From an optimization exercise on the open Yosys and OpenROAD flow, aimed at a short achievable clock period and few clock cycles; shortcuts taken in it are not production practice.
Only simulation tests tie the RTL to the original design; equivalence was not proved.
Power is estimated from default activity; no workload was simulated.

--- flow/flow/run.sh ---
#!/bin/bash
# The standard layout (the standard.sh: ORFS synthesis through finish), with
# one change: the buffers that ORFS puts on every input and output port are
# sky130_fd_sc_hd__buf_8 instead of the slow delay buffer buffer_ports picks by
# default, which footprint-matched resizing can then not replace.
set -euo pipefail
bash standard.sh BUFFER_PORTS_ARGS="-buffer_cell sky130_fd_sc_hd__buf_8" finish > flow_make.log 2>&1
--- flow/standard.sh ---
#!/bin/bash
# synth_recipe.tcl (not shown) runs the flow's synth.tcl, then flattens the netlist and writes it again
# the make line also repeats each setting of config.mk as NAME=value (left out here)
make -C /OpenROAD-flow-scripts/flow DESIGN_CONFIG=/design/flow/config.mk WORK_HOME=/design/flow/orfs CLKGATE_MAP_FILE= SYNTH_SCRIPT=/design/flow/synth_recipe.tcl "${@:-finish}"
--- flow/config.mk ---
export PLATFORM = sky130hd
export DESIGN_NAME = lc_3b_processor
export DESIGN_NICKNAME = lc_3b_processor
export VERILOG_FILES = /design/flow/design.v
export SDC_FILE = /design/flow/constraint.sdc
export NUM_CORES = 4
export LEC_CHECK = 0
export CAP_MARGIN = 20
export CORE_MARGIN = 2
export CORE_UTILIZATION = 40
export SETUP_SLACK_MARGIN = 5
export SLEW_MARGIN = 20
export TNS_END_PERCENT = 10
--- flow/constraint.sdc ---
create_clock -name core_clock -period 8.0 [get_ports {clk}]
set_input_delay 1.6000 -clock core_clock [delete_from_list [all_inputs] [get_ports {clk}]]
set_output_delay 1.6000 -clock core_clock [all_outputs]
set_load 0.01 [all_outputs]
--- flow/design.v ---
module lc_3b_processor(clk,reset,mem_addr,mem_rdata,mem_wdata,mem_we,halt);
input clk,reset;
output [15:0] mem_addr;
input [15:0] mem_rdata;
output [15:0] mem_wdata;
output [1:0] mem_we;
output halt;
reg [15:0] areg;       
reg [15:0] fpc;        
reg        mcyc;       
reg        mld;        
reg        mbyte;      
reg [1:0]  we_r;
reg [15:0] wd_r;
reg        halt_r;
reg [15:0] rfd [0:7];   
reg [7:0]  rfv;         
wire [15:0] rf [0:7];
genvar g;
generate
  for (g = 0; g < 8; g = g + 1) begin : rfr
    assign rf[g] = rfv[g] ? rfd[g] : 16'd0;
  end
endgenerate
reg [15:0] ccv;        
reg        ccs;        
reg        d_v,  sk_v;
reg [15:0] d_ir, sk_ir;
reg [15:0] d_pc, sk_pc;      
reg [15:0] d_pc2, sk_pc2;    
reg        d_pt, sk_pt;      
reg [3:0]  d_hi, sk_hi;      
reg [15:0] d_np, sk_np;      
reg [15:0] d_off, sk_off;    
reg        d_sp, sk_sp;      
reg [7:0]  d_ra, sk_ra;      
reg [7:0]  d_rb, sk_rb;      
reg [7:0]  d_rs, sk_rs;      
function [15:0] f_off;
  input [15:0] w;
  f_off = (w[15:12] == 4'b0100) ? {{4{w[10]}}, w[10:0], 1'b0} : {{6{w[8]}}, w[8:0], 1'b0};
endfunction
function [7:0] f_1h;
  input [2:0] r;
  f_1h = 8'd1 << r;
endfunction
function f_sp;
  input [15:0] w;
  f_sp = ((w[15:12] == 4'b0100) & w[11]) |
         ((w[15:12] == 4'b0000) & (w[8:0] != 9'd0) & ((w[11:9] == 3'b111) | (w[8] & (w[11:9] != 3'b000))));
endfunction
reg        x_v;
reg [15:0] x_pc, x_pc2, x_brt, x_off, x_np;
reg        x_pt;             
reg        x_bh;             
reg [3:0]  x_hi;
reg [15:0] x_a, x_b, x_s;
reg [2:0]  x_dr, x_sr1;
reg [7:0]  x_wa;             
reg [7:0]  m_dr;             
reg [3:0]  x_l_lo, x_l_hi, x_r_lo, x_r_hi, x_s_lo, x_s_hi;   
reg [2:0]  x_nzp;
reg        x_add, x_and, x_xor, x_shf, x_lea, x_jsr, x_jsrl, x_br, x_jmp, x_ld, x_st, x_word, x_br0;
localparam NB = 16;
reg        bv  [0:NB-1];
localparam TW = 9;          
reg [TW-1:0] btag[0:NB-1];
reg [15:0] btgt[0:NB-1];
reg        br7 [0:NB-1];    
reg [3:0]  bptr;
assign mem_addr  = areg;
assign mem_we    = we_r;
assign mem_wdata = wd_r;
assign halt      = halt_r;
wire xv = x_v & ~mcyc & ~halt_r;
reg [15:0] shl1, shr1, sra1, shl, shr, sra;
integer j;
always @(*) begin
  shl1 = 16'd0; shr1 = 16'd0; sra1 = 16'd0;
  for (j = 0; j < 4; j = j + 1) begin
    shl1 = shl1 | ({16{x_l_lo[j]}} & (x_a << j));
    shr1 = shr1 | ({16{x_r_lo[j]}} & (x_a >> j));
    sra1 = sra1 | ({16{x_s_lo[j]}} & ((x_a >> j) | ~(16'hffff >> j) & {16{x_a[15]}}));
  end
  shl = 16'd0; shr = 16'd0; sra = 16'd0;
  for (j = 0; j < 4; j = j + 1) begin
    shl = shl | ({16{x_l_hi[j]}} & (shl1 << (4*j)));
    shr = shr | ({16{x_r_hi[j]}} & (shr1 >> (4*j)));
    sra = sra | ({16{x_s_hi[j]}} & ((sra1 >> (4*j)) | ~(16'hffff >> (4*j)) & {16{sra1[15]}}));
  end
end
wire [15:0] sum;
add16 u_sum(.a(x_a), .b(x_b), .s(sum));
wire [15:0] xoth = ({16{x_and}} & (x_a & x_b)) | ({16{x_xor}} & (x_a ^ x_b)) |
                   shl | shr | sra |
                   ({16{x_lea}} & x_brt) | ({16{x_jsr}} & x_pc2);
wire [15:0] xres = x_add ? sum : xoth;
wire xw  = xv & (x_add | x_and | x_xor | x_shf | x_lea | x_jsr);    
wire xcc = xv & (x_add | x_and | x_xor | x_shf | x_lea);
wire cn = ccs & ccv[15];
wire cz = ccs & (ccv == 16'd0);
wire cp = ccs & ~ccv[15] & (ccv != 16'd0);
wire br_take = x_br & ~x_br0 & ((x_nzp[2] & cn) | (x_nzp[1] & cz) | (x_nzp[0] & cp));
wire jsr_reg = x_jsr & ~x_jsrl & (x_sr1 != 3'd7);    
wire rel     = br_take | x_jsrl;
wire indir   = x_jmp | jsr_reg;
wire taken   = rel | indir;
wire [15:0] tgt = (x_br | x_jsrl) ? x_brt : x_a;    
wire tgt_bad = taken & x_bh & (x_np != tgt);
wire mispred = xv & ~x_ld & ~x_st & ((x_pt != taken) | tgt_bad);
wire [15:0] rtarget = taken ? tgt : x_pc2;
wire [15:0] ea;
add16 u_ea(.a(x_a), .b(x_off), .s(ea));
wire xls = xv & (x_ld | x_st);
wire bupd = xv & taken & (~x_bh | tgt_bad);
reg        u_upd, u_inv, u_new, u_r7;
reg [3:0]  u_idx;
reg [15:0] u_tag, u_tgt;
wire binv = xv & x_bh & ~taken;
wire [15:0] ldata = ~mbyte ? mem_rdata :
                    areg[0] ? {{8{mem_rdata[15]}}, mem_rdata[15:8]} : {{8{mem_rdata[7]}}, mem_rdata[7:0]};
wire mwr = mcyc & mld & ~halt_r;
wire sxa = ~mcyc & xw & |(x_wa & d_ra);
wire sxb = ~mcyc & xw & |(x_wa & d_rb) & ~d_ir[5];
wire sxs = ~mcyc & xw & |(x_wa & d_rs);
wire sma = mwr & |(m_dr & d_ra);
wire smb = mwr & |(m_dr & d_rb) & ~d_ir[5];
wire sms = mwr & |(m_dr & d_rs);
reg [15:0] rfa, rfb, rfs;
integer r;
always @(*) begin
  rfa = 16'd0; rfb = 16'd0; rfs = 16'd0;
  for (r = 0; r < 8; r = r + 1) begin
    rfa = rfa | ({16{d_ra[r] & rfv[r]}} & rfd[r]);
    rfb = rfb | ({16{d_rb[r] & rfv[r]}} & rfd[r]);
    rfs = rfs | ({16{d_rs[r] & rfv[r]}} & rfd[r]);
  end
end
wire [15:0] oa0 = sxa ? xoth : sma ? ldata : rfa;
wire [15:0] ob0 = d_ir[5] ? {{11{d_ir[4]}}, d_ir[4:0]} : sxb ? xoth : smb ? ldata : rfb;
wire [15:0] os0 = sxs ? xoth : sms ? ldata : rfs;
wire [15:0] opa = (sxa & x_add) ? sum : oa0;
wire [15:0] opb = (sxb & x_add) ? sum : ob0;
wire [15:0] ops = (sxs & x_add) ? sum : os0;
wire [3:0]  dop = d_ir[15:12];
wire        d_jsr = (dop == 4'b0100);
wire        d_shf = (dop == 4'b1101) | (dop == 4'b1111);
wire [15:0] dbrt;
add16 u_brt(.a(d_pc2), .b(d_off), .s(dbrt));
wire        d_z = (d_ir == 16'd0);
reg        bhit;
reg [3:0]  bidx;
reg [15:0] bt;
integer k;
always @(*) begin
  bhit = 1'b0; bidx = 4'd0; bt = 16'd0;
  for (k = 0; k < NB; k = k + 1)
    if (bv[k] && btag[k] == areg[TW:1]) begin
      bhit = 1'b1; bidx = bidx | k; bt = bt | (br7[k] ? rf[7] : btgt[k]);
    end
end
wire [15:0] apc2 = areg + 16'd2;
wire [15:0] npred = bhit ? bt : apc2;
wire xls_bad = xls & x_pt;
wire squash = mispred | xls_bad;
wire d_stt = d_v & ~d_pt & d_sp;
wire dredir = d_stt & ~squash & (mcyc | ~xls);
wire [15:0] anext = mcyc ? (d_stt ? dbrt : fpc) : xls ? ea : d_stt ? dbrt : npred;
wire halt_set = d_v & d_z & ~squash & ~(xv & x_st) & ~halt_r;
integer i;
always @(posedge clk) begin
  if (!reset) begin
    areg <= 16'd0;
    mcyc <= 1'b0;
    mld <= 1'b0;
    we_r <= 2'b00;
    halt_r <= 1'b0;
    ccs <= 1'b0;
    d_v <= 1'b0;
    sk_v <= 1'b0;
    x_v <= 1'b0;
    bptr <= 4'd0;
    u_upd <= 1'b0;
    u_inv <= 1'b0;
    for (i = 0; i < NB; i = i + 1) bv[i] <= 1'b0;
    rfv <= 8'd0;
  end else begin
    if (mwr) ccs <= 1'b1;
    rfv <= rfv | ({8{mwr}} & m_dr) | ({8{xw}} & x_wa);
    if (xcc) ccs <= 1'b1;
    if (halt_set) halt_r <= 1'b1;
    u_upd <= bupd;
    u_inv <= binv;
    if (u_upd) begin
      bv[u_idx] <= 1'b1;
      if (u_new) bptr <= bptr + 4'd1;
    end
    if (u_inv) bv[u_idx] <= 1'b0;
    we_r <= 2'b00;
    areg <= mispred ? rtarget : anext;
    if (mcyc) begin
      mcyc <= 1'b0;
    end else if (mispred) begin
    end else if (xls) begin
      mcyc <= 1'b1;
      mld <= x_ld;
      if (x_st) we_r <= x_word ? 2'b11 : (ea[0] ? 2'b10 : 2'b01);
    end
    if (squash) begin
      d_v <= 1'b0;
      sk_v <= 1'b0;
    end
    if (!mcyc && xls) begin
      x_v <= 1'b0;
      sk_v <= ~xls_bad;
    end else if (squash) begin
      x_v <= 1'b0;
    end else begin
      x_v <= d_v & ~d_z;
      d_v <= ~dredir & (mcyc ? sk_v : 1'b1);
    end
  end
end
always @(posedge clk) begin
  for (i = 0; i < 8; i = i + 1) begin
    if (mwr & m_dr[i]) rfd[i] <= ldata;
    if (xw & x_wa[i]) rfd[i] <= xres;
  end
  if (mwr) ccv <= ldata;
  if (xcc) ccv <= xres;
  u_idx <= x_bh ? x_hi : bptr;
  u_new <= ~x_bh;
  u_tag <= x_pc;
  u_tgt <= tgt;
  u_r7 <= x_jmp & (x_sr1 == 3'd7);
  if (u_upd) begin
    btag[u_idx] <= u_tag[TW:1];
    btgt[u_idx] <= u_tgt;
    br7[u_idx] <= u_r7;
  end
  if (!mcyc && xls) begin
    fpc <= xls_bad ? x_pc2 : npred;
    m_dr <= x_wa;
    mbyte <= ~x_word;
    wd_r <= x_word ? x_s : {x_s[7:0], x_s[7:0]};
    sk_ir <= mem_rdata; sk_off <= f_off(mem_rdata); sk_sp <= f_sp(mem_rdata); sk_ra <= f_1h(mem_rdata[8:6]); sk_rb <= f_1h(mem_rdata[2:0]); sk_rs <= f_1h(mem_rdata[11:9]); sk_pc <= areg; sk_pc2 <= apc2; sk_pt <= bhit; sk_hi <= bidx; sk_np <= bt;
  end
  x_pc <= d_pc; x_pc2 <= d_pc2; x_brt <= dbrt; x_np <= d_np;
  x_pt <= d_pt | d_stt; x_bh <= d_pt; x_hi <= d_hi;
  x_a <= opa; x_b <= opb; x_s <= ops;
  x_dr <= d_ir[11:9]; x_sr1 <= d_ir[8:6]; x_wa <= d_jsr ? 8'h80 : d_rs;
  x_nzp <= d_ir[11:9];
  x_l_lo <= {4{d_shf & (d_ir[5:4] == 2'b00)}} & (4'd1 << d_ir[1:0]);
  x_l_hi <= {4{d_shf & (d_ir[5:4] == 2'b00)}} & (4'd1 << d_ir[3:2]);
  x_r_lo <= {4{d_shf & (d_ir[5:4] == 2'b01)}} & (4'd1 << d_ir[1:0]);
  x_r_hi <= {4{d_shf & (d_ir[5:4] == 2'b01)}} & (4'd1 << d_ir[3:2]);
  x_s_lo <= {4{d_shf & d_ir[5]}} & (4'd1 << d_ir[1:0]);
  x_s_hi <= {4{d_shf & d_ir[5]}} & (4'd1 << d_ir[3:2]);
  x_off <= d_ir[14] ? {{9{d_ir[5]}}, d_ir[5:0], 1'b0} : {{10{d_ir[5]}}, d_ir[5:0]};
  x_word <= d_ir[14];
  x_br0 <= (d_ir[8:0] == 9'd0);
  x_add <= (dop[3:2] == 2'b00) & ~(dop == 4'b0000) & ~(dop == 4'b0010) & ~(dop == 4'b0011);
  x_and <= (dop[3:2] == 2'b01) & ~(dop == 4'b0100) & ~(dop == 4'b0110) & ~(dop == 4'b0111);
  x_xor <= (dop[3:2] == 2'b10);
  x_shf <= d_shf;
  x_lea <= (dop == 4'b1110);
  x_jsr <= d_jsr;
  x_jsrl <= d_jsr & d_ir[11];
  x_br <= (dop == 4'b0000);
  x_jmp <= (dop == 4'b1100);
  x_ld <= (dop == 4'b0010) | (dop == 4'b0110);
  x_st <= (dop == 4'b0011) | (dop == 4'b0111);
  if (mcyc) begin
    d_ir <= sk_ir; d_off <= sk_off; d_sp <= sk_sp; d_ra <= sk_ra; d_rb <= sk_rb; d_rs <= sk_rs; d_pc <= sk_pc; d_pc2 <= sk_pc2; d_pt <= sk_pt; d_hi <= sk_hi; d_np <= sk_np;
  end else if (!xls) begin
    d_ir <= mem_rdata; d_off <= f_off(mem_rdata); d_sp <= f_sp(mem_rdata); d_ra <= f_1h(mem_rdata[8:6]); d_rb <= f_1h(mem_rdata[2:0]); d_rs <= f_1h(mem_rdata[11:9]); d_pc <= areg; d_pc2 <= apc2; d_pt <= bhit; d_hi <= bidx; d_np <= bt;
  end
end
endmodule
module add16(a, b, s);
input [15:0] a, b;
output [15:0] s;
wire [15:0] g0 = a & b, p0 = a ^ b;
wire [15:0] g1, p1, g2, p2, g3, p3, g4, p4;
genvar i;
generate
  for (i = 0; i < 16; i = i + 1) begin : l1
    if (i >= 1) begin : c
      assign g1[i] = g0[i] | (p0[i] & g0[i-1]);
      assign p1[i] = p0[i] & p0[i-1];
    end else begin : n
      assign g1[i] = g0[i];
      assign p1[i] = p0[i];
    end
  end
  for (i = 0; i < 16; i = i + 1) begin : l2
    if (i >= 2) begin : c
      assign g2[i] = g1[i] | (p1[i] & g1[i-2]);
      assign p2[i] = p1[i] & p1[i-2];
    end else begin : n
      assign g2[i] = g1[i];
      assign p2[i] = p1[i];
    end
  end
  for (i = 0; i < 16; i = i + 1) begin : l3
    if (i >= 4) begin : c
      assign g3[i] = g2[i] | (p2[i] & g2[i-4]);
      assign p3[i] = p2[i] & p2[i-4];
    end else begin : n
      assign g3[i] = g2[i];
      assign p3[i] = p2[i];
    end
  end
  for (i = 0; i < 16; i = i + 1) begin : l4
    if (i >= 8) begin : c
      assign g4[i] = g3[i] | (p3[i] & g3[i-8]);
      assign p4[i] = p3[i] & p3[i-8];
    end else begin : n
      assign g4[i] = g3[i];
      assign p4[i] = p3[i];
    end
  end
endgenerate
assign s = p0 ^ {g4[14:0], 1'b0};
endmodule
==> results.yml, run 1 <==
outcome:
  status: "timing/DRC/antenna clean"
floorplan:
  die_y_um: 356
  coreArea_um2: 123000
  die-area_um2: 127000
  rows: 129
  io_pins: 53
  initial_core_util_pct: 40.2
  die-width_um: 356
clock_network:
  cts.clk_slew.worst_paths_ns: 0.07
  htreeDepth: 3
  clock_sinks: 1033
  cts_buffers: 112
  tritoncts: "done"
  clk_latency_ns: 0.75
  cts-root-buf: "clkbuf_16"
  clockBufferDepth: 3
synthesis:
  synth_top_area_share_pct: 47.1
  synth_cell_types: 87
  synth_warnings: 2
  async_flop_share_pct: 0
  synthCells: 4165
  syn_nets: 4233
  yosys.area.top_type: "edfxtp_1"
  synth_edf_count: 779
  ys.flop_type: "edfxtp_1"
  yosysSeqAreaShare_pct: 57.4
  syn_area_um2: 49700
  netlist_top_cells_count: "edfxtp_1 (779), mux2i_1 (337), nor2_1 (261), dfxtp_1 (254), clkbuf_1 (253)"
  ys_ff_latch: 1033
  yosysMostFrequentCell: "edfxtp_1"
  avgSynthCellArea_um2: 11.9
  yosys-top-cells-area: "edfxtp_1 (47%), dfxtp_1 (10%), mux2i_1 (6.8%)"
global_route:
  track_usage_pct: 29.3
  first_global_vias: 36300
  grt_start_max_net_pins: 67
  grt_overflow_total: 0
  antenna_found_initial: 5
  grt_pass1_wl_um: 270000
routing:
  dr.pass1.iters: 7
  drt-initial-drc-count: 5934
  drc_errors: 0
  final_antenna_net_count: 0
  vias: 38300
  drt-wirelength-per-cell_um: 32.3
  vias_per_cell: 6.48
  finalWirelength_um: 191000
final_layout:
  drive_gt1_share_pct: 16.1
  nets: 4245
  area_growth_pct: 15.0
  nFillCells: 11200
  final_area_um2: 57100
pwr:
  seq_power_share_pct: 48.9
  p_int_mw: 9.61
  comb_power_share_pct: 11.3
  power_per_cell_area_nw_per_um2: 232
  clockPowerShare_pct: 39.8
  ir_drop_uv: 202
  switchingPower_mw: 3.61
  sw_frac_of_total_pct: 27.3
  p_leak_nw: 21.0
setup_path:
  worstSetupPathType: "flip-flop to flip-flop"
  required_ns: 8.63
  end_kind: "flip-flop"
  path_max_fanout: 16
  cp.arrival_ns: 3.81
  cp-start-kind: "flip-flop"
  r2r_setup_slack_ns: 4.82
sta:
  finalSetupTns_ns: 0
  min_period_ns: 3.18
  finalSetupViolCount: 0
  skew_ns: 0.0336
  worstMarginPinSlew_ns: 1.38
  slew_headroom_pct: 7.95
  rsz0062_at_grt: "true"
  drv_slew: 0
  max_freq_ghz: 0.314
  finalHoldViolCount: 0
  post-route-period-util_pct: 39.8
worst_hold_path:
  hp-class: "flip-flop to flip-flop"
placed_design:
  gp_congestion: 0.977
  portBuffers: 52
  placed_area_um2: 52100
  dp_hpwl_um: 126000
run:
  maxCapViolCount: 0
[cells by family (layout without fill, tap and decap cells)]
group	Yosys count	in the layout	share of synthesized area, %
compound gates	999	999	14.1
simple gates	1035	1036	10.7
flops	1033	1033	57.4
buf+inv	396	504	3.34
other cells	0	2	0
fa+ha+maj	50	50	1.31
mux	452	453	9.41
xor+xnor	200	200	3.80
[layout by cell type (no fill, tap or decap), types with 56 or more instances in the layout]
| cell | n |
|---|---|
| a21oi_1 | 155 |
| a221oi_1 | 67 |
| a22o_1 | 65 |
| a22oi_1 | 243 |
| buf_4 | 151 |
| buf_8 | 56 |
| clkbuf_16 | 115 |
| dfxtp_1 | 231 |
| edfxtp_1 | 779 |
| inv_1 | 59 |
| mux2_2 | 114 |
| mux2i_1 | 327 |
| nand2_1 | 226 |
| nand4_1 | 117 |
| nor2_1 | 243 |
| nor4_1 | 92 |
| o21ai_0 | 117 |
| o22ai_1 | 95 |
| xnor2_1 | 152 |
[routing by layer]
metal,vias up,global-route usage (%),part of all wire (%)
li1,16200,-,-
met1,19000,41.8,41
met2,2718,43.1,43
met3,457,6.77,12
met4,0,11.6,4.1
met5,-,0,0
[state kept, by name, indices dropped and copies added, names as in the netlist, 15 cells and up]
register,flops
areg,16
br7,16
btag,144
btgt,256
bv,16
ccv,16
d_ir,16
d_np,16
d_pc2,15
fpc,16
rfd,128
sk_ir,16
sk_np,16
sk_pc2,15
u_tgt,16
wd_r,16
x_a,16
x_b,16
x_brt,16
x_np,16
x_pc2,15
x_s,16
[power by group through the flow]
stage / Sequential, mW / Combinational (mW) / Clock [mW]
floorplan: 6.33 / 0.893 / 0
global placement: 6.59 / 1.28 / 0
detailed placement: 6.59 / 1.29 / 0
CTS: 6.45 / 1.42 / 5.32
global route: 6.47 / 1.57 / 5.53
finish: 6.47 / 1.49 / 5.27
[area by class of cell]
class,instances,area [µm²],area share [%]
well taps,1637,2050,3.59
repair buffers,230,2430,4.26
diodes,2,5.00,0.00877
multi-input cells,2738,20100,35.2
inverters,62,243,0.425
clock buffers,150,3160,5.54
clock inverters,62,598,1.05
flip-flops and latches,1033,28500,50.0
[repair_timing]
| action | CTS | global route |
|---|---|---|
| pin swaps | 18 | 2 |
| cloned | 2 | 1 |
| buffers inserted | 49 | 3 |
| hold buffers | 0 | 0 |
| resized for setup | 107 | 37 |
| setup endpoints to repair | 416 | 287 |
[worst max-delay path: stages (launching register included)]
cell	delay [ns]
edfxtp_1	0.52
and2_1	0.25
buf_4	0.25
mux2i_1	0.33
nor4_1	0.11
a2111oi_0	0.72
nand4_1	0.18
buf_4	0.24
a21oi_1	0.16
and3_1	0.18
o32ai_1	0.08
[final timing paths]
kind	from	end	depth (start not counted)
worst min register to register	x_pc[2]	u_tag[2]	0
worst max-delay path	rfd[7][15]	areg[15]	10
worst min-delay path	x_pc[2]	u_tag[2]	0
worst max register to register	rfd[7][15]	areg[15]	10
[per-stage QoR]
step	worst slack, ns	utilization [%]	total power [mW]	hold WS [ns]	instances
4_1_cts	4.77	46.0	13.2	0.327	5903
2_1_floorplan	4.97	-	7.22	0.310	4165
5_1_grt	4.85	46.2	13.6	0.332	5912
6_report	4.82	46.2	13.2	0.325	5914
3_5_place_dp	3.80	42.2	7.89	0.312	5640
3_3_place_gp	3.96	42.2	7.88	0.311	5639
Testbench counts, summed over its fixed seeds: cycles 82,386.
==> run 2: changes to the inputs <==
--- a/flow/design.v
+++ b/flow/design.v
@@ -63,7 +63,7 @@
 reg        x_add, x_and, x_xor, x_shf, x_lea, x_jsr, x_jsrl, x_br, x_jmp, x_ld, x_st, x_word, x_br0;
 localparam NB = 16;
 reg        bv  [0:NB-1];
-localparam TW = 9;          
+localparam TW = 8;          
 reg [TW-1:0] btag[0:NB-1];
 reg [15:0] btgt[0:NB-1];
 reg        br7 [0:NB-1];    
@@ -152,12 +152,15 @@
 reg [3:0]  bidx;
 reg [15:0] bt;
 integer k;
+reg [NB-1:0] bh;
 always @(*) begin
   bhit = 1'b0; bidx = 4'd0; bt = 16'd0;
-  for (k = 0; k < NB; k = k + 1)
-    if (bv[k] && btag[k] == areg[TW:1]) begin
+  for (k = 0; k < NB; k = k + 1) begin
+    bh[k] = bv[k] && btag[k] == areg[TW:1];
+    if (bh[k]) begin
       bhit = 1'b1; bidx = bidx | k; bt = bt | (br7[k] ? rf[7] : btgt[k]);
     end
+  end
 end
 wire [15:0] apc2 = areg + 16'd2;
 wire [15:0] npred = bhit ? bt : apc2;
@@ -165,7 +168,9 @@
 wire squash = mispred | xls_bad;
 wire d_stt = d_v & ~d_pt & d_sp;
 wire dredir = d_stt & ~squash & (mcyc | ~xls);
-wire [15:0] anext = mcyc ? (d_stt ? dbrt : fpc) : xls ? ea : d_stt ? dbrt : npred;
+wire use_bt = ~mcyc & ~xls & ~d_stt;
+wire [15:0] alt = mcyc ? (d_stt ? dbrt : fpc) : xls ? ea : d_stt ? dbrt : apc2;
+wire [15:0] anext = ({16{use_bt}} & bt) | ({16{~(use_bt & bhit)}} & alt);
 wire halt_set = d_v & d_z & ~squash & ~(xv & x_st) & ~halt_r;
 integer i;
 always @(posedge clk) begin
==> run 2 against run 1 <==
Flip-flop and latch count shrank 20. Critical path depth shrank 1. Worst hold slack lost 0.016 ns. Global-route usage shrank 1.1 points. Critical endpoint is now d_np[1]. Largest cell class unchanged.
==> results.yml, run 2 <==
sta:
  drv_slew: 0
  finalSetupTns_ns: 0
  max_freq_ghz: 0.317
  finalHoldViolCount: 0
  worstMarginPinSlew_ns: 1.18
  slew_headroom_pct: 20.7
  min_period_ns: 3.15
  finalSetupViolCount: 0
  rsz0062_at_grt: "true"
  worst_slack_ns: 4.85
  skew_ns: 0.0547
  post-route-period-util_pct: 39.4
synthesis:
  yosysSeqAreaShare_pct: 57.8
  async_flop_share_pct: 0
  ys.flop_type: "edfxtp_1"
  avgSynthCellArea_um2: 11.8
  synth_cell_types: 86
  ys_ff_latch: 1013
  syn_nets: 4150
  synth_warnings: 2
  synthCells: 4082
  yosys.area.top_type: "edfxtp_1"
  yosys-top-cells-area: "edfxtp_1 (47%), dfxtp_1 (10%), mux2i_1 (5.6%)"
  synth_edf_count: 761
  syn_area_um2: 48300
  yosysMostFrequentCell: "edfxtp_1"
  synth_top_area_share_pct: 47.3
  netlist_top_cells_count: "edfxtp_1 (761), clkbuf_1 (302), mux2i_1 (269), nand2_1 (265), dfxtp_1 (252)"
setup_path:
  reg2reg_depth: 9
  reg2reg_from: "areg[4]"
  crit_family: "simple AND/OR/NAND/NOR gates"
  slowest_stage: "nand4_1"
  max_stage_delay_ns: 0.47
  crit_path_cell_trace: "buf_8, xnor2_1, nand4_1, or3_1, buf_4, nor2_1, a2111oi_0, nand4_1, mux2_2"
  cp-start-kind: "flip-flop"
  path_max_fanout: 24
  r2r_setup_slack_ns: 4.85
  path_common_cell: "nand4_1"
  required_ns: 8.47
  worstSetupPathType: "flip-flop to flip-flop"
  crit_buf_inv: 2
  cp.arrival_ns: 3.62
  rr_endpoint: "d_np[1]"
  end_kind: "flip-flop"
floorplan:
  initial_core_util_pct: 40.3
  die_y_um: 351
  rows: 127
  coreArea_um2: 120000
  die-area_um2: 123000
  io_pins: 53
  die-width_um: 351
placed_design:
  dp_hpwl_um: 118000
  dp.cells: 5515
  post-place-ws_ns: 3.93
  gp_congestion: 0.991
  portBuffers: 52
  placed_area_um2: 50700
routing:
  vias_per_cell: 6.38
  vias: 36700
  drt-initial-drc-count: 5499
  finalWirelength_um: 179000
  dr_wl_met2_um: 76400
  dr.pass1.iters: 7
  drt-wirelength-per-cell_um: 31.1
  drc_errors: 0
  met1_length_um: 75800
  wl_met3_um: 19900
  top_layer_used: "met5"
  final_antenna_net_count: 0
global_route:
  grt_start_max_net_pins: 83
  first_global_vias: 34100
  antenna_found_initial: 3
  track_usage_pct: 28.3
  grt_overflow_total: 0
  grt_pass1_wl_um: 254000
clock_network:
  cts_buffers: 110
  cts-root-buf: "clkbuf_16"
  htreeDepth: 3
  clock_sinks: 1013
  tritoncts: "done"
  clk_latency_ns: 0.73
  hold_buffers: 0
  clockBufferDepth: 3
  cts.clk_slew.worst_paths_ns: 0.06
final_layout:
  drive_gt1_share_pct: 15.7
  final_area_um2: 55000
  nets: 4109
  area_growth_pct: 13.9
  final_cells: 5753
  reg_top3: "btgt: 256 flops, btag: 128 flops, rfd: 128 flops"
  layout_common_cells: "edfxtp_1 (761), mux2i_1 (265), nand2_1 (246), dfxtp_1 (242), a22oi_1 (235)"
  largest-register: "btgt"
  largest_reg_flops: 256
  final_common_cell: "edfxtp_1"
pwr:
  p_leak_nw: 19.7
  power_per_cell_area_nw_per_um2: 232
  totalPowerFinal_mw: 12.8
  ir_drop_uv: 188
worst_hold_path:
  whs_endpoint: "x_np[3]"
  hold_depth: 0
  min_from: "d_np[3]"
  hp-class: "flip-flop to flip-flop"
outcome:
  status: "timing/DRC/antenna clean"
run:
  maxCapViolCount: 0
[run 2: cell types whose count changed after synthesis, moves of 25 or more]
cell,previous run,this run
mux2_2,114,172
nand2_1,233,265
a21oi_1,158,183
clkbuf_1,253,302
nor4_1,97,36
nand4_1,117,83
mux2i_1,337,269
o21ai_0,129,164
[run 2: how the worst max path moves through the flow]
stage,cells after the start,slack (ns),from,endpoint
finish,9,4.85,areg[4],d_np[1]
detailed placement,9,3.93,areg[4],areg[11]
global placement,9,3.98,areg[4],areg[6]
floorplan,8,5.02,mem_rdata[7],x_s[14]
global route,9,4.78,x_jsrl,areg[14]
CTS,11,4.75,x_a[0],rfd[2][12]
[run 2: kinds of logic (layout without fill, tap and decap cells)]
family,after synthesis,after routing,synth area share [%]
buf+inv,407,461,3.40
flops,1013,1013,57.8
other cells,0,2,0
simple gates,909,911,9.07
xor+xnor,190,190,3.45
mux,441,441,9.59
fa+ha+maj,50,50,1.34
compound gates,1072,1073,15.3
[run 2: per-stage QoR]
stage               hold WS (ns)  utilization, %
floorplan                  0.310               -
global placement           0.313            42.3
detailed placement         0.312            42.3
CTS                        0.317            45.6
global route               0.329            45.9
finish                     0.309            45.9
[run 2: report_power, final]
part | switching, mW | internal (mW) | total [mW]
clock network | 2.25 | 2.80 | 5.04
registers | 0.380 | 5.96 | 6.34
logic | 0.868 | 0.515 | 1.38
total | 3.49 | 9.28 | 12.8
[run 2: what timing repair did]
item                                    CTS  global route
endpoints found under the setup margin  465           400
pin swaps                                 2            11
endpoints found under the hold margin     0             0
setup buffers                             4            17
gates resized for setup                  77            49
cloned                                    1             3
[run 2: metal layers]
metal / vias to the layer above / GRT usage, %
met5: - / 0
met4: 4 / 10.0
met3: 399 / 5.97
met2: 2437 / 41.8
met1: 18200 / 40.9
li1: 15600 / -
[run 2: area by class of cell]
type | instances | area, µm²
flip-flops and latches | 1013 | 27900
repair buffers | 190 | 1970
well taps | 1612 | 2020
inverters | 61 | 243
multi-input cells | 2665 | 19200
diodes | 2 | 5.00
clock inverters | 65 | 564
clock buffers | 145 | 3010
fillers | 10900 | 64800
Testbench counts of run 2, summed over its fixed seeds: cycles 82,386.
==> run 3: changes to the inputs <==
--- a/flow/design.v
+++ b/flow/design.v
@@ -55,6 +55,8 @@
 reg        x_bh;             
 reg [3:0]  x_hi;
 reg [15:0] x_a, x_b, x_s;
+reg [15:0] x_sa;             
+reg [15:0] x_ia;             
 reg [2:0]  x_dr, x_sr1;
 reg [7:0]  x_wa;             
 reg [7:0]  m_dr;             
@@ -78,9 +80,9 @@
 always @(*) begin
   shl1 = 16'd0; shr1 = 16'd0; sra1 = 16'd0;
   for (j = 0; j < 4; j = j + 1) begin
-    shl1 = shl1 | ({16{x_l_lo[j]}} & (x_a << j));
-    shr1 = shr1 | ({16{x_r_lo[j]}} & (x_a >> j));
-    sra1 = sra1 | ({16{x_s_lo[j]}} & ((x_a >> j) | ~(16'hffff >> j) & {16{x_a[15]}}));
+    shl1 = shl1 | ({16{x_l_lo[j]}} & (x_sa << j));
+    shr1 = shr1 | ({16{x_r_lo[j]}} & (x_sa >> j));
+    sra1 = sra1 | ({16{x_s_lo[j]}} & ((x_sa >> j) | ~(16'hffff >> j) & {16{x_sa[15]}}));
   end
   shl = 16'd0; shr = 16'd0; sra = 16'd0;
   for (j = 0; j < 4; j = j + 1) begin
@@ -105,12 +107,12 @@
 wire rel     = br_take | x_jsrl;
 wire indir   = x_jmp | jsr_reg;
 wire taken   = rel | indir;
-wire [15:0] tgt = (x_br | x_jsrl) ? x_brt : x_a;    
+wire [15:0] tgt = (x_br | x_jsrl) ? x_brt : x_ia;    
 wire tgt_bad = taken & x_bh & (x_np != tgt);
 wire mispred = xv & ~x_ld & ~x_st & ((x_pt != taken) | tgt_bad);
 wire [15:0] rtarget = taken ? tgt : x_pc2;
 wire [15:0] ea;
-add16 u_ea(.a(x_a), .b(x_off), .s(ea));
+add16 u_ea(.a(x_ia), .b(x_off), .s(ea));
 wire xls = xv & (x_ld | x_st);
 wire bupd = xv & taken & (~x_bh | tgt_bad);
 reg        u_upd, u_inv, u_new, u_r7;
@@ -153,14 +155,18 @@
 reg [15:0] bt;
 integer k;
 reg [NB-1:0] bh;
+reg        bhr;             
+reg [15:0] btt;             
 always @(*) begin
-  bhit = 1'b0; bidx = 4'd0; bt = 16'd0;
+  bhit = 1'b0; bidx = 4'd0; btt = 16'd0; bhr = 1'b0;
   for (k = 0; k < NB; k = k + 1) begin
     bh[k] = bv[k] && btag[k] == areg[TW:1];
     if (bh[k]) begin
-      bhit = 1'b1; bidx = bidx | k; bt = bt | (br7[k] ? rf[7] : btgt[k]);
+      bhit = 1'b1; bidx = bidx | k;
+      if (br7[k]) bhr = 1'b1; else btt = btt | btgt[k];
     end
   end
+  bt = btt | ({16{bhr}} & rf[7]);
 end
 wire [15:0] apc2 = areg + 16'd2;
 wire [15:0] npred = bhit ? bt : apc2;
@@ -253,6 +259,8 @@
   x_pc <= d_pc; x_pc2 <= d_pc2; x_brt <= dbrt; x_np <= d_np;
   x_pt <= d_pt | d_stt; x_bh <= d_pt; x_hi <= d_hi;
   x_a <= opa; x_b <= opb; x_s <= ops;
+  x_sa <= d_shf ? opa : 16'd0;
+  x_ia <= ((dop == 4'b0010) | (dop == 4'b0110) | (dop == 4'b0011) | (dop == 4'b0111) | d_jsr | (dop == 4'b1100)) ? opa : 16'd0;
   x_dr <= d_ir[11:9]; x_sr1 <= d_ir[8:6]; x_wa <= d_jsr ? 8'h80 : d_rs;
   x_nzp <= d_ir[11:9];
   x_l_lo <= {4{d_shf & (d_ir[5:4] == 2'b00)}} & (4'd1 << d_ir[1:0]);
==> run 3 against run 2 <==
Largest power group unchanged. Critical path depth is 2 higher. Final area about the same. Clock power increased by 8.3%. Fmax decreased by 8.6%.
==> results.yml, run 3 <==
outcome:
  status: "timing/DRC/antenna clean"
setup_path:
  slowest_stage: "edfxtp_1"
  reg2reg_from: "d_pc2[1]"
  cp-start-kind: "flip-flop"
  required_ns: 8.60
  crit_buf_inv: 0
  worstSetupStartpoint: "d_pc2[1]"
  path_common_cell: "a221o_1"
  cp.arrival_ns: 4.05
  end_kind: "flip-flop"
  crit_family: "compound AO/OA/AOI/OAI gates"
  worstSetupPathType: "flip-flop to flip-flop"
  crit_path_cell_trace: "ha_4, fa_2, a211oi_4, nor2_2, or4_4, a221o_1, o41a_1, xor2_2, o211ai_2, o21ai_2, a221o_1"
  max_stage_delay_ns: 0.47
  path_max_fanout: 3
routing:
  dr.pass1.iters: 9
  final_antenna_net_count: 0
  drc_errors: 0
  vias: 35100
  drt-initial-drc-count: 5698
  drt-wirelength-per-cell_um: 32.0
  finalWirelength_um: 175000
  vias_per_cell: 6.41
sta:
  worstMarginPinSlew_ns: 1.26
  max_freq_ghz: 0.290
  rsz0062_at_grt: "true"
  slew_headroom_pct: 15.7
  finalHoldViolCount: 0
  worst_slack_ns: 4.55
  min_period_ns: 3.45
  skew_ns: 0.0477
  hold_ws_ns: 0.327
  drv_slew: 0
  finalSetupTns_ns: 0
  finalSetupViolCount: 0
  post-route-period-util_pct: 43.1
run:
  maxCapViolCount: 0
final_layout:
  drive_gt1_share_pct: 17.6
  largest_reg_flops: 256
  area_growth_pct: 17.7
  final_common_cell: "edfxtp_1"
  final_area_um2: 55000
  largest-register: "btgt"
  layout_common_cells: "edfxtp_1 (761), a22oi_1 (297), dfxtp_1 (273), nor2_1 (246), nand2_1 (184)"
  nets: 3916
  reg_top3: "btgt: 256 flops, btag: 128 flops, rfd: 128 flops"
synthesis:
  async_flop_share_pct: 0
  netlist_top_cells_count: "edfxtp_1 (761), a22oi_1 (297), dfxtp_1 (284), nor2_1 (264), clkbuf_1 (224)"
  yosysMostFrequentCell: "edfxtp_1"
  ys.flop_type: "edfxtp_1"
  synth_edf_count: 761
  ys_ff_latch: 1045
  yosys-top-cells-area: "edfxtp_1 (49%), dfxtp_1 (12%), a22oi_1 (4.8%)"
  yosys.area.top_type: "edfxtp_1"
  syn_area_um2: 46700
  avgSynthCellArea_um2: 12.2
  syn_nets: 3886
  synthCells: 3818
  yosysSeqAreaShare_pct: 61.1
  synth_cell_types: 93
  synth_warnings: 2
  synth_top_area_share_pct: 49.0
floorplan:
  die-width_um: 346
  io_pins: 53
  die-area_um2: 119000
  initial_core_util_pct: 40.3
  die_y_um: 346
  coreArea_um2: 116000
  rows: 125
worst_hold_path:
  min_from: "x_pc[2]"
  hp-class: "flip-flop to flip-flop"
global_route:
  grt_overflow_total: 0
  track_usage_pct: 27.7
  grt_pass1_wl_um: 242000
  first_global_vias: 32200
  grt_start_max_net_pins: 105
  antenna_found_initial: 7
pwr:
  ir_drop_uv: 201
  power_per_cell_area_nw_per_um2: 244
  p_leak_nw: 19.9
clock_network:
  clk_latency_ns: 0.73
  clock_sinks: 1045
  cts.clk_slew.worst_paths_ns: 0.06
  htreeDepth: 3
  tritoncts: "done"
  cts-root-buf: "clkbuf_16"
  cts_buffers: 109
  clockBufferDepth: 3
placed_design:
  portBuffers: 52
  post-place-ws_ns: 3.34
  dp_hpwl_um: 112000
  gp_congestion: 0.967
  placed_area_um2: 49200
==> run 3: cell count changes after synthesis, moves of 22 or more <==
cell	change
o22ai_1	-77
mux2_2	-66
clkbuf_1	-78
o21ai_0	-54
mux2i_1	-155
nand2_1	-58
a22oi_1	+62
nor2_1	+22
a221oi_1	+23
nand3_1	+34
dfxtp_1	+32
==> run 3: where the power goes <==
part | total [mW] | leakage, nW | switching (mW) | internal, mW
clock | 5.46 | 1.92 | 2.25 | 3.20
sequential | 6.45 | 9.49 | 0.357 | 6.09
combinational | 1.49 | 8.47 | 0.914 | 0.574
==> run 3: worst register-to-register path, delay by kind of cell (launching register included) <==
kind,cells,cell delay [ns]
fa+ha+maj,2,0.62
xor+xnor,1,0.18
compound gates,6,1.56
flops,1,0.47
simple gates,2,0.50
==> run 3: repair_timing <==
item	CTS	global route
hold buffers	0	0
pin swaps	12	39
resized for setup	39	201
endpoints found under the setup margin	499	441
cloned	1	16
setup buffers	10	32
==> run 3: layer usage <==
metal | vias up | part of all wire [%] | GRT usage, % | wire length, µm
met5 | - | 0.051 | 0.400 | 89
met4 | 6 | 3.8 | 10.3 | 6640
met3 | 354 | 12 | 6.66 | 21400
met2 | 2400 | 42 | 39.5 | 73500
met1 | 17500 | 42 | 40.7 | 73400
li1 | 14800 | - | - | -
==> run 3: cells by family (layout without fill, tap and decap cells) <==
group,Yosys count,count (layout),share of synthesized area (%)
other cells,0,5,0
compound gates,1017,1018,15.7
xor+xnor,191,191,3.58
flops,1045,1045,61.1
mux,221,221,5.05
simple gates,933,933,10.0
fa+ha+maj,50,50,1.39
buf+inv,361,487,3.17
==> run 3: path summary, 6_finish.rpt <==
kind                    to  slack, ns  cells past startpoint
setup / recovery  areg[13]       4.55                     11
hold / removal    u_tag[2]       0.33                      0
hold reg to reg   u_tag[2]       0.33                      0
setup reg to reg  areg[13]       4.55                     11
==> run 3: layout make-up <==
| class | count | area, µm² |
|---|---|---|
| well taps | 1524 | 1910 |
| clock buffers | 155 | 3190 |
| inverters | 82 | 315 |
| fillers | 10100 | 60900 |
| repair buffers | 197 | 2490 |
| clock inverters | 53 | 727 |
| multi-input cells | 2413 | 17700 |
| flip-flops and latches | 1045 | 28600 |
| diodes | 5 | 12.5 |
==> run 3: stage by stage <==
step / power [mW] / cells / utilization, %
floorplan: 7.13 / 3818 / -
global placement: 7.76 / 5195 / 42.4
global route: 13.7 / 5469 / 47.4
detailed placement: 7.77 / 5196 / 42.4
finish: 13.4 / 5474 / 47.4
CTS: 13.2 / 5415 / 46.0
Testbench counts of run 3, summed over its fixed seeds: cycles 82,386.
==> run 4: changes to the inputs <==
--- a/flow/config.mk
+++ b/flow/config.mk
@@ -7,7 +7,8 @@
 export LEC_CHECK = 0
 export CAP_MARGIN = 20
 export CORE_MARGIN = 2
-export CORE_UTILIZATION = 40
+export CORE_UTILIZATION = 35
+export PLACE_DENSITY = 0.65
 export SETUP_SLACK_MARGIN = 5
 export SLEW_MARGIN = 20
-export TNS_END_PERCENT = 10
+export TNS_END_PERCENT = 30
==> run 4 against run 3 <==
Clock power decreased by 7.1%. Combinational power about the same. Clock-buffer cell count decreased by 16. Largest power group unchanged. Highest routed layer unchanged.
==> results.yml, run 4 <==
synthesis:
  syn_nets: 3886
  yosysSeqAreaShare_pct: 61.1
  yosys-top-cells-area: "edfxtp_1 (49%), dfxtp_1 (12%), a22oi_1 (4.8%)"
  synth_warnings: 2
  ys_ff_latch: 1045
  synthCells: 3818
  yosysMostFrequentCell: "edfxtp_1"
  synth_edf_count: 761
  synth_cell_types: 93
  yosys.area.top_type: "edfxtp_1"
  synth_top_area_share_pct: 49.0
  avgSynthCellArea_um2: 12.2
  netlist_top_cells_count: "edfxtp_1 (761), a22oi_1 (297), dfxtp_1 (284), nor2_1 (264), clkbuf_1 (224)"
  async_flop_share_pct: 0
  syn_area_um2: 46700
  ys.flop_type: "edfxtp_1"
routing:
  drc_errors: 0
  vias: 35400
  wl_met3_um: 22400
  dr_wl_met2_um: 73200
  drt-initial-drc-count: 5822
  vias_per_cell: 6.20
  finalWirelength_um: 172000
  met1_length_um: 68300
  top_layer_used: "met5"
  drt-wirelength-per-cell_um: 30.1
  final_antenna_net_count: 0
  dr.pass1.iters: 19
final_layout:
  nets: 3924
  layout_common_cells: "edfxtp_1 (761), a22oi_1 (297), dfxtp_1 (275), nor2_1 (247), nand2_1 (178)"
  reg_top3: "btgt: 256 flops, btag: 128 flops, rfd: 128 flops"
  final_common_cell: "edfxtp_1"
  final_core_util_pct: 41.8
  drive_gt1_share_pct: 18.0
  area_growth_pct: 18.2
  final_cells: 5704
  largest_reg_flops: 256
  final_area_um2: 55200
  largest-register: "btgt"
setup_path:
  cp.depth: 11
  r2r_setup_slack_ns: 4.39
  rr_endpoint: "areg[13]"
  path_max_fanout: 3
  required_ns: 8.60
  path_common_cell: "a221o_1"
  worstSetupStartpoint: "d_ir[0]"
  reg2reg_depth: 11
  worstSetupPathType: "flip-flop to flip-flop"
  reg2reg_from: "d_ir[0]"
  crit_buf_inv: 0
  crit_family: "compound AO/OA/AOI/OAI gates"
  cp-start-kind: "flip-flop"
  endpoint: "areg[13]"
  end_kind: "flip-flop"
  slowest_stage: "edfxtp_1"
  cp.arrival_ns: 4.20
  crit_path_cell_trace: "ha_2, fa_2, a211oi_2, nor2_1, or4_4, a221o_1, o41a_1, xor2_2, o211ai_2, o21ai_2, a221o_1"
  max_stage_delay_ns: 0.51
run:
  maxCapViolCount: 0
pwr:
  p_int_mw: 9.56
  sw_frac_of_total_pct: 26.6
  comb_power_share_pct: 11.6
  switchingPower_mw: 3.47
  seq_power_share_pct: 49.4
  p_leak_nw: 19.8
  power_per_cell_area_nw_per_um2: 236
  totalPowerFinal_mw: 13.0
  ir_drop_uv: 176
  clockPowerShare_pct: 38.9
sta:
  skew_ns: 0.0341
  rsz0062_at_grt: "true"
  finalSetupTns_ns: 0
  max_freq_ghz: 0.277
  finalHoldViolCount: 0
  finalSetupViolCount: 0
  drv_slew: 0
  min_period_ns: 3.61
  post-route-period-util_pct: 45.1
  worstMarginPinSlew_ns: 1.28
  slew_headroom_pct: 14.5
global_route:
  grt_pass1_wl_um: 238000
  grt_overflow_total: 0
  antenna_found_initial: 8
  first_global_vias: 32400
  track_usage_pct: 23.8
  grt_start_max_net_pins: 72
worst_hold_path:
  hold_depth: 0
  hp-class: "flip-flop to flip-flop"
clock_network:
  clock_sinks: 1045
  cts.clk_slew.worst_paths_ns: 0.06
  clockBufferDepth: 3
  htreeDepth: 3
  cts-root-buf: "clkbuf_16"
  hold_buffers: 0
  tritoncts: "done"
  clk_latency_ns: 0.73
  cts_buffers: 103
floorplan:
  rows: 133
  die-width_um: 369
  coreArea_um2: 132000
  io_pins: 53
  die_y_um: 369
  initial_core_util_pct: 35.4
  die-area_um2: 136000
placed_design:
  dp.cells: 5429
  portBuffers: 52
  dp_hpwl_um: 110000
  placed_area_um2: 49400
  gp_congestion: 0.994
outcome:
  status: "timing/DRC/antenna clean"
[run 4: cell counts after synthesis]
No cell type changed its count.
[run 4: cell type report]
class	instances	area (µm²)
clock inverters	57	599
flip-flops and latches	1045	28600
clock buffers	139	2910
well taps	1755	2200
fillers	12000	76800
multi-input cells	2413	18000
diodes	2	5.00
repair buffers	211	2560
inverters	82	320
[run 4: kinds of logic (layout without fill, tap and decap cells)]
| kind of cell | after synthesis | in the layout | share of synthesized area, % |
|---|---|---|---|
| flip-flops | 1045 | 1045 | 61.1 |
| AO/OA/AOI/OAI | 1017 | 1018 | 15.7 |
| AND/OR/NAND/NOR | 933 | 933 | 10.0 |
| buffers and inverters | 361 | 489 | 3.17 |
| multiplexers | 221 | 221 | 5.05 |
| XOR/XNOR | 191 | 191 | 3.58 |
| adder cells (fa/ha/maj) | 50 | 50 | 1.39 |
| other | 0 | 2 | 0 |
[run 4: per-layer routing]
| layer | up-vias | track usage (%) |
|---|---|---|
| met5 | - | 0 |
| met4 | 12 | 10.2 |
| met3 | 483 | 6.16 |
| met2 | 2630 | 34.6 |
| met1 | 17400 | 33.4 |
| li1 | 14800 | - |
[run 4: how the worst min path moves through the flow]
stage | startpoint | to
6_report | x_pc[8] | u_tag[8]
4_1_cts | x_pc[8] | u_tag[8]
3_5_place_dp | x_pc[3] | u_tag[3]
3_3_place_gp | x_pc[2] | u_tag[2]
5_1_grt | x_pc[8] | u_tag[8]
2_1_floorplan | x_pc[1] | u_tag[1]
[run 4: power groups by stage]
stage	Clock (mW)	Combinational (mW)	Sequential, mW
after CTS	5.09	1.26	6.41
after global routing	5.30	1.58	6.45
after floorplan	0	0.796	6.33
after global placement	0	1.21	6.53
final	5.07	1.51	6.44
after detailed placement	0	1.22	6.53
[run 4: through the flow]
| stage | hold slack [ns] | setup slack [ns] |
|---|---|---|
| after floorplan | 0.310 | 4.88 |
| after global placement | 0.310 | 3.41 |
| after detailed placement | 0.313 | 3.30 |
| after CTS | 0.313 | 4.43 |
| after global routing | 0.324 | 4.33 |
| final | 0.312 | 4.39 |
[run 4: timing repair]
action                     in CTS  in global routing
cloned                          1                 12
gates resized for setup        35                254
pin swaps                       7                 48
setup buffers                   9                 52
hold endpoints to repair        0                  0
setup endpoints to repair     451                388
[run 4: worst register-to-register path, cell delays in order, from the launching register on]
cell	delay, ns
edfxtp_1	0.51
ha_2	0.25
fa_2	0.38
a211oi_2	0.26
nor2_1	0.11
or4_4	0.44
a221o_1	0.34
o41a_1	0.41
xor2_2	0.19
o211ai_2	0.18
o21ai_2	0.08
a221o_1	0.33
==> run 5: changes to the inputs <==
--- a/flow/design.v
+++ b/flow/design.v
@@ -51,12 +51,11 @@
 endfunction
 reg        x_v;
 reg [15:0] x_pc, x_pc2, x_brt, x_off, x_np;
+reg        x_di;             
 reg        x_pt;             
 reg        x_bh;             
 reg [3:0]  x_hi;
 reg [15:0] x_a, x_b, x_s;
-reg [15:0] x_sa;             
-reg [15:0] x_ia;             
 reg [2:0]  x_dr, x_sr1;
 reg [7:0]  x_wa;             
 reg [7:0]  m_dr;             
@@ -80,9 +79,9 @@
 always @(*) begin
   shl1 = 16'd0; shr1 = 16'd0; sra1 = 16'd0;
   for (j = 0; j < 4; j = j + 1) begin
-    shl1 = shl1 | ({16{x_l_lo[j]}} & (x_sa << j));
-    shr1 = shr1 | ({16{x_r_lo[j]}} & (x_sa >> j));
-    sra1 = sra1 | ({16{x_s_lo[j]}} & ((x_sa >> j) | ~(16'hffff >> j) & {16{x_sa[15]}}));
+    shl1 = shl1 | ({16{x_l_lo[j]}} & (x_a << j));
+    shr1 = shr1 | ({16{x_r_lo[j]}} & (x_a >> j));
+    sra1 = sra1 | ({16{x_s_lo[j]}} & ((x_a >> j) | ~(16'hffff >> j) & {16{x_a[15]}}));
   end
   shl = 16'd0; shr = 16'd0; sra = 16'd0;
   for (j = 0; j < 4; j = j + 1) begin
@@ -107,12 +106,12 @@
 wire rel     = br_take | x_jsrl;
 wire indir   = x_jmp | jsr_reg;
 wire taken   = rel | indir;
-wire [15:0] tgt = (x_br | x_jsrl) ? x_brt : x_ia;    
-wire tgt_bad = taken & x_bh & (x_np != tgt);
+wire [15:0] tgt = (x_br | x_jsrl) ? x_brt : x_a;    
+wire tgt_bad = taken & (x_bh | x_di) & (x_np != tgt);
 wire mispred = xv & ~x_ld & ~x_st & ((x_pt != taken) | tgt_bad);
 wire [15:0] rtarget = taken ? tgt : x_pc2;
 wire [15:0] ea;
-add16 u_ea(.a(x_ia), .b(x_off), .s(ea));
+add16 u_ea(.a(x_a), .b(x_off), .s(ea));
 wire xls = xv & (x_ld | x_st);
 wire bupd = xv & taken & (~x_bh | tgt_bad);
 reg        u_upd, u_inv, u_new, u_r7;
@@ -155,27 +154,27 @@
 reg [15:0] bt;
 integer k;
 reg [NB-1:0] bh;
-reg        bhr;             
-reg [15:0] btt;             
 always @(*) begin
-  bhit = 1'b0; bidx = 4'd0; btt = 16'd0; bhr = 1'b0;
+  bhit = 1'b0; bidx = 4'd0; bt = 16'd0;
   for (k = 0; k < NB; k = k + 1) begin
     bh[k] = bv[k] && btag[k] == areg[TW:1];
     if (bh[k]) begin
-      bhit = 1'b1; bidx = bidx | k;
-      if (br7[k]) bhr = 1'b1; else btt = btt | btgt[k];
+      bhit = 1'b1; bidx = bidx | k; bt = bt | (br7[k] ? rf[7] : btgt[k]);
     end
   end
-  bt = btt | ({16{bhr}} & rf[7]);
 end
 wire [15:0] apc2 = areg + 16'd2;
 wire [15:0] npred = bhit ? bt : apc2;
 wire xls_bad = xls & x_pt;
 wire squash = mispred | xls_bad;
 wire d_stt = d_v & ~d_pt & d_sp;
-wire dredir = d_stt & ~squash & (mcyc | ~xls);
-wire use_bt = ~mcyc & ~xls & ~d_stt;
-wire [15:0] alt = mcyc ? (d_stt ? dbrt : fpc) : xls ? ea : d_stt ? dbrt : apc2;
+wire d_ind = d_v & ~d_pt & ((dop == 4'b1100) | (d_jsr & ~d_ir[11] & ~d_ra[7]));
+wire [15:0] d_itgt = (sxa & x_lea) ? x_brt : rfa;
+wire d_pr = d_stt | d_ind;
+wire [15:0] dtgt = d_stt ? dbrt : d_itgt;
+wire dredir = d_pr & ~squash & (mcyc | ~xls);
+wire use_bt = ~mcyc & ~xls & ~d_pr;
+wire [15:0] alt = mcyc ? (d_pr ? dtgt : fpc) : xls ? ea : d_pr ? dtgt : apc2;
 wire [15:0] anext = ({16{use_bt}} & bt) | ({16{~(use_bt & bhit)}} & alt);
 wire halt_set = d_v & d_z & ~squash & ~(xv & x_st) & ~halt_r;
 integer i;
@@ -256,11 +255,9 @@
     wd_r <= x_word ? x_s : {x_s[7:0], x_s[7:0]};
     sk_ir <= mem_rdata; sk_off <= f_off(mem_rdata); sk_sp <= f_sp(mem_rdata); sk_ra <= f_1h(mem_rdata[8:6]); sk_rb <= f_1h(mem_rdata[2:0]); sk_rs <= f_1h(mem_rdata[11:9]); sk_pc <= areg; sk_pc2 <= apc2; sk_pt <= bhit; sk_hi <= bidx; sk_np <= bt;
   end
-  x_pc <= d_pc; x_pc2 <= d_pc2; x_brt <= dbrt; x_np <= d_np;
-  x_pt <= d_pt | d_stt; x_bh <= d_pt; x_hi <= d_hi;
+  x_pc <= d_pc; x_pc2 <= d_pc2; x_brt <= dbrt; x_np <= d_ind ? d_itgt : d_np; x_di <= d_ind;
+  x_pt <= d_pt | d_pr; x_bh <= d_pt; x_hi <= d_hi;
   x_a <= opa; x_b <= opb; x_s <= ops;
-  x_sa <= d_shf ? opa : 16'd0;
-  x_ia <= ((dop == 4'b0010) | (dop == 4'b0110) | (dop == 4'b0011) | (dop == 4'b0111) | d_jsr | (dop == 4'b1100)) ? opa : 16'd0;
   x_dr <= d_ir[11:9]; x_sr1 <= d_ir[8:6]; x_wa <= d_jsr ? 8'h80 : d_rs;
   x_nzp <= d_ir[11:9];
   x_l_lo <= {4{d_shf & (d_ir[5:4] == 2'b00)}} & (4'd1 << d_ir[1:0]);
--- a/flow/config.mk
+++ b/flow/config.mk
@@ -7,8 +7,7 @@
 export LEC_CHECK = 0
 export CAP_MARGIN = 20
 export CORE_MARGIN = 2
-export CORE_UTILIZATION = 35
-export PLACE_DENSITY = 0.65
+export CORE_UTILIZATION = 40
 export SETUP_SLACK_MARGIN = 5
 export SLEW_MARGIN = 20
-export TNS_END_PERCENT = 30
+export TNS_END_PERCENT = 10
==> run 5 against run 4 <==
Clock power fell by 0.8%. Die area fell by 7.9%. Worst hold slack improved by 0.014 ns. Sequential share of layout area fell by 2.0 points. Combinational power barely moved. Sequential power barely moved. Flip-flop and latch count fell by 31. Global-route usage rose by 4.3 points. Setup slack improved by 0.35 ns. First-iteration DRC count fell by 1.1%. Synthesized cell count rose by 9.7%. Largest power group unchanged.
==> results.yml, run 5 <==
sta:
  post-route-period-util_pct: 40.7
  finalSetupViolCount: 0
  rsz0062_at_grt: "true"
  drv_slew: 0
  min_period_ns: 3.26
  slew_headroom_pct: 16.6
  skew_ns: 0.0373
  max_freq_ghz: 0.307
  worstMarginPinSlew_ns: 1.25
  hold_ws_ns: 0.327
  finalHoldViolCount: 0
  finalSetupTns_ns: 0
synthesis:
  synth_edf_count: 761
  synth_top_area_share_pct: 46.5
  yosys.area_share.simple_pct: 10.3
  synthCells: 4190
  synth_top_family_by_area: "compound AO/OA/AOI/OAI gates"
  yosys-top-cells-area: "edfxtp_1 (47%), dfxtp_1 (10%), mux2i_1 (6.9%)"
  ys.flop_type: "edfxtp_1"
  avgSynthCellArea_um2: 11.7
  synthMuxAreaShare_pct: 10.6
  syn_area_um2: 49100
  synth_warnings: 2
  synth_compound_area_share_pct: 14.1
  async_flop_share_pct: 0
  yosys.area.top_type: "edfxtp_1"
  synthAdderAreaFrac_pct: 1.32
  syn_nets: 4258
  synth_xor_area_share_pct: 3.50
  synth_cell_types: 84
  yosysMostFrequentCell: "edfxtp_1"
  ys_ff_latch: 1014
  yosysSeqAreaShare_pct: 56.9
  netlist_top_cells_count: "edfxtp_1 (761), mux2i_1 (339), clkbuf_1 (303), nand2_1 (295), a22oi_1 (290)"
clock_network:
  cts-root-buf: "clkbuf_16"
  clock_sinks: 1014
  htreeDepth: 3
  clockBufferDepth: 3
  tritoncts: "done"
  cts.clk_slew.worst_paths_ns: 0.06
  cts_buffers: 104
  clk_latency_ns: 0.72
placed_design:
  dp_hpwl_um: 118000
  dp.cells: 5639
  portBuffers: 52
  placed_area_um2: 51700
  gp_congestion: 0.983
pwr:
  comb_power_share_pct: 11.8
  clockPowerShare_pct: 38.7
  sw_frac_of_total_pct: 27.4
  ir_drop_uv: 204
  p_leak_nw: 20.5
  totalPowerFinal_mw: 13.0
  p_int_mw: 9.44
  seq_power_share_pct: 49.5
  switchingPower_mw: 3.56
  power_per_cell_area_nw_per_um2: 232
worst_hold_path:
  whs_endpoint: "u_tag[6]"
  hp-class: "flip-flop to flip-flop"
  min_from: "x_pc[6]"
  hold_depth: 0
setup_path:
  reg2reg_depth: 10
  required_ns: 6.40
  worstSetupPathType: "flip-flop to output pin"
  rr_endpoint: "areg[2]"
  crit_family: "flip-flops"
  path_max_fanout: 7
  max_stage_delay_ns: 0.76
  slowest_stage: "dfxtp_1"
  reg2reg_from: "areg[8]"
  r2r_setup_slack_ns: 4.79
  crit_buf_inv: 1
  end_kind: "output pin"
  crit_path_cell_trace: "buf_8"
  cp-start-kind: "flip-flop"
  cp.arrival_ns: 1.66
run:
  maxCapViolCount: 0
final_layout:
  area_growth_pct: 14.3
  layout_common_cells: "edfxtp_1 (761), mux2i_1 (338), a22oi_1 (290), nand2_1 (282), dfxtp_1 (240)"
  final_cells: 5881
  largest_reg_flops: 256
  multi_input_area_um2: 20000
  reg_top3: "btgt: 256 flops, btag: 128 flops, rfd: 128 flops"
  seqCellArea_um2: 28000
  nets: 4231
  final_common_cell: "edfxtp_1"
  largest-register: "btgt"
  final_area_um2: 56100
  nFillCells: 10900
  drive_gt1_share_pct: 15.8
routing:
  vias: 37900
  drc_errors: 0
  vias_per_cell: 6.44
  drt-initial-drc-count: 5759
  finalWirelength_um: 182000
  dr.pass1.iters: 9
  final_antenna_net_count: 0
  drt-wirelength-per-cell_um: 30.9
floorplan:
  die_y_um: 354
  die-area_um2: 126000
  io_pins: 53
  rows: 128
  die-width_um: 354
  coreArea_um2: 122000
  initial_core_util_pct: 40.3
global_route:
  antenna_found_initial: 6
  grt_overflow_total: 0
  grt_start_max_net_pins: 92
  track_usage_pct: 28.1
  grt_pass1_wl_um: 259000
  first_global_vias: 35600
outcome:
  status: "timing/DRC/antenna clean"
run 5: kinds of logic after synthesis:
family          count (synthesis)
mux                           497
buf+inv                       417
compound gates               1004
fa+ha+maj                      50
xor+xnor                      196
simple gates                 1012
flops                        1014
run 5: metrics by stage:
stage / worst slack [ns] / util (%)
after floorplan: 4.76 / -
after global placement: 3.65 / 42.3
after global routing: 4.73 / 46.0
after CTS: 4.72 / 45.8
after detailed placement: 3.54 / 42.4
final: 4.74 / 46.0
run 5: metal layers:
layer / global-route usage [%] / wire length [µm]
met5: 0 / 30
met4: 12.7 / 9300
met3: 6.47 / 21700
met2: 40.2 / 76000
met1: 40.3 / 74700
run 5: what timing repair did:
item | in CTS | in global routing
gates cloned | 2 | 0
pin swaps | 16 | 0
hold buffers | 0 | 0
buffers inserted | 34 | 0
resized for setup | 116 | 19
endpoints found under the setup margin | 306 | 268
run 5: worst max-delay path by stage:
stage,from,to,slack [ns],cells past startpoint
floorplan,halt_r,areg[11],4.76,7
global placement,areg[2],fpc[3],3.65,9
detailed placement,areg[2],d_pt,3.54,9
CTS,x_a[6],x_s[15],4.72,9
global route,x_a[1],rfd[7][13],4.73,10
finish,areg[0],mem_addr[0],4.74,1
run 5: layout make-up:
type | instances | area share [%]
tap | 1625 | 3.62
sequential | 1014 | 49.8
multi-input combinational | 2760 | 35.6
inverter | 64 | 0.457
clock inverter | 58 | 1.07
clock buffer | 139 | 5.24
timing repair buffer | 219 | 4.19
antenna | 2 | 0.00892
run 5: power groups by stage:
stage | Clock [mW] | Sequential [mW] | Combinational (mW)
after global routing | 5.27 | 6.44 | 1.63
after global placement | 0 | 6.54 | 1.41
after detailed placement | 0 | 6.53 | 1.42
after CTS | 5.06 | 6.42 | 1.49
after floorplan | 0 | 6.26 | 0.942
final | 5.03 | 6.44 | 1.54
Testbench counts of run 5, summed over its fixed seeds: cycles 81,701.
==> run 6: changes to the inputs <==
--- a/flow/config.mk
+++ b/flow/config.mk
@@ -8,6 +8,6 @@
 export CAP_MARGIN = 20
 export CORE_MARGIN = 2
 export CORE_UTILIZATION = 40
-export SETUP_SLACK_MARGIN = 5
+export SETUP_SLACK_MARGIN = 4.85
 export SLEW_MARGIN = 20
-export TNS_END_PERCENT = 10
+export TNS_END_PERCENT = 100
==> run 6 against run 5 <==
Still clean on timing, DRC and antenna. Die area is the same. Via count grew 0.51%. Non-clock buffer count grew 4. Wire length grew 0.66%. Final area grew 0.23%.
==> results.yml, run 6 <==
outcome:
  status: "timing/DRC/antenna clean"
routing:
  drc_errors: 0
  drt-initial-drc-count: 5819
  dr.pass1.iters: 7
  final_antenna_net_count: 0
  vias_per_cell: 6.47
  finalWirelength_um: 183000
  drt-wirelength-per-cell_um: 31.1
  vias: 38100
final_layout:
  final_area_um2: 56200
  layout_common_cells: "edfxtp_1 (761), mux2i_1 (335), a22oi_1 (290), nand2_1 (281), dfxtp_1 (240)"
  seqCellArea_um2: 27900
  reg_top3: "btgt: 256 flops, btag: 128 flops, rfd: 128 flops"
  nFillCells: 11000
  multi_input_area_um2: 20100
  nets: 4237
run:
  maxCapViolCount: 0
sta:
  min_period_ns: 3.29
  post-route-period-util_pct: 41.1
  worstMarginPinSlew_ns: 1.19
  slew_headroom_pct: 20.5
  rsz0062_at_grt: "true"
  worst_slack_ns: 4.71
  finalSetupViolCount: 0
  drv_slew: 0
  skew_ns: 0.0422
synthesis:
  ys_ff_latch: 1014
  synth_cell_types: 84
  yosysSeqAreaShare_pct: 56.9
  synth_top_family_by_area: "compound AO/OA/AOI/OAI gates"
  async_flop_share_pct: 0
  synth_edf_count: 761
  yosys-top-cells-area: "edfxtp_1 (47%), dfxtp_1 (10%), mux2i_1 (6.9%)"
  ys.flop_type: "edfxtp_1"
  syn_nets: 4258
  synthMuxAreaShare_pct: 10.6
  synth_xor_area_share_pct: 3.50
  synth_top_area_share_pct: 46.5
  synthCells: 4190
placed_design:
  portBuffers: 52
  post-place-ws_ns: 3.66
  dp_hpwl_um: 120000
  gp_congestion: 0.985
  placed_area_um2: 51700
pwr:
  p_leak_nw: 20.6
  ir_drop_uv: 156
  power_per_cell_area_nw_per_um2: 232
clock_network:
  cts.clk_slew.worst_paths_ns: 0.06
  hold_buffers: 0
  clock_sinks: 1014
  cts_buffers: 105
  cts-root-buf: "clkbuf_16"
  clockBufferDepth: 3
  htreeDepth: 3
  clk_latency_ns: 0.74
floorplan:
  coreArea_um2: 122000
  initial_core_util_pct: 40.3
  io_pins: 53
  die-width_um: 354
global_route:
  grt_overflow_total: 0
  top_usage_layer: "met2"
  antenna_found_initial: 8
  grt_pass1_wl_um: 260000
  use_met2_pct: 41.5
  first_global_vias: 35400
setup_path:
  worstSetupPathType: "flip-flop to flip-flop"
  path_max_fanout: 8
  cp.arrival_ns: 3.93
  reg2reg_from: "d_ra[1]"
  cp-start-kind: "flip-flop"
worst_hold_path:
  hp-class: "flip-flop to flip-flop"
-- run 6: cell counts after synthesis --
Identical to the previous run, type by type.
-- run 6: final cells by class --
type / instances / share of cell area, %
clock inverters: 59 / 1.11
inverters: 64 / 0.447
well taps: 1625 / 3.62
diodes: 6 / 0.0267
flip-flops and latches: 1014 / 49.7
clock buffers: 137 / 5.14
multi-input cells: 2761 / 35.7
repair buffers: 223 / 4.26
-- run 6: report_power, final --
| group | leakage (nW) | switching [mW] | internal (mW) |
|---|---|---|---|
| registers | 9.27 | 0.459 | 5.99 |
| clock network | 1.71 | 2.15 | 2.90 |
| logic | 9.59 | 0.972 | 0.584 |
| total | 20.6 | 3.58 | 9.47 |
-- run 6: routing by layer --
metal / routed length, µm / part of all wire [%]
met5: 43 / 0.024
met4: 7740 / 4.2
met3: 21400 / 12
met2: 78600 / 43
met1: 75200 / 41
-- run 6: cells by family (layout without fill, tap and decap cells) --
kind of cell | Yosys count | in the layout
compound gates | 1004 | 1005
xor+xnor | 196 | 196
fa+ha+maj | 50 | 50
buf+inv | 417 | 483
flops | 1014 | 1014
mux | 497 | 497
other cells | 0 | 6
simple gates | 1012 | 1013
-- run 6: metrics by stage --
step | hold WS (ns) | utilization, % | instances
after floorplan | 0.310 | - | 4190
after global placement | 0.311 | 42.3 | 5636
after detailed placement | 0.312 | 42.5 | 5643
after CTS | 0.328 | 45.7 | 5856
after global routing | 0.333 | 46.1 | 5884
final | 0.324 | 46.1 | 5889
-- run 6: worst max-delay path, stage by stage (launching register included) --
cell and delay (ns):
edfxtp_1 0.52, and2_1 0.57, buf_4 0.30, a22oi_1 0.08
and4_1 0.31, and2_1 0.26, o21ai_1 0.35, a22oi_1 0.20
or3_1 0.38, a31oi_1 0.23
-- run 6: worst paths after layout --
check,end,slack [ns],cells past startpoint
worst max-delay path,areg[5],4.71,9
worst min-delay path,x_hi[3],0.32,0
worst max register to register,areg[5],4.71,9
worst min register to register,x_hi[3],0.32,0
-- run 6: timing repair --
| action | 4_1_cts | 5_1_grt |
|---|---|---|
| pin swaps | 11 | 12 |
| buffers inserted | 16 | 20 |
| hold endpoints to repair | 0 | 0 |
| resized for setup | 100 | 53 |
| cloned | 1 | 1 |
| endpoints found under the setup margin | 299 | 160 |

Setup slack of run 6, layout unchanged: 4.714 ns with ideal ports, 4.714 ns with driving cells assumed (clock clkbuf_16, inputs buf_2), 4.425 ns with port delays also shifted by the 0.790 ns mid clock arrival.
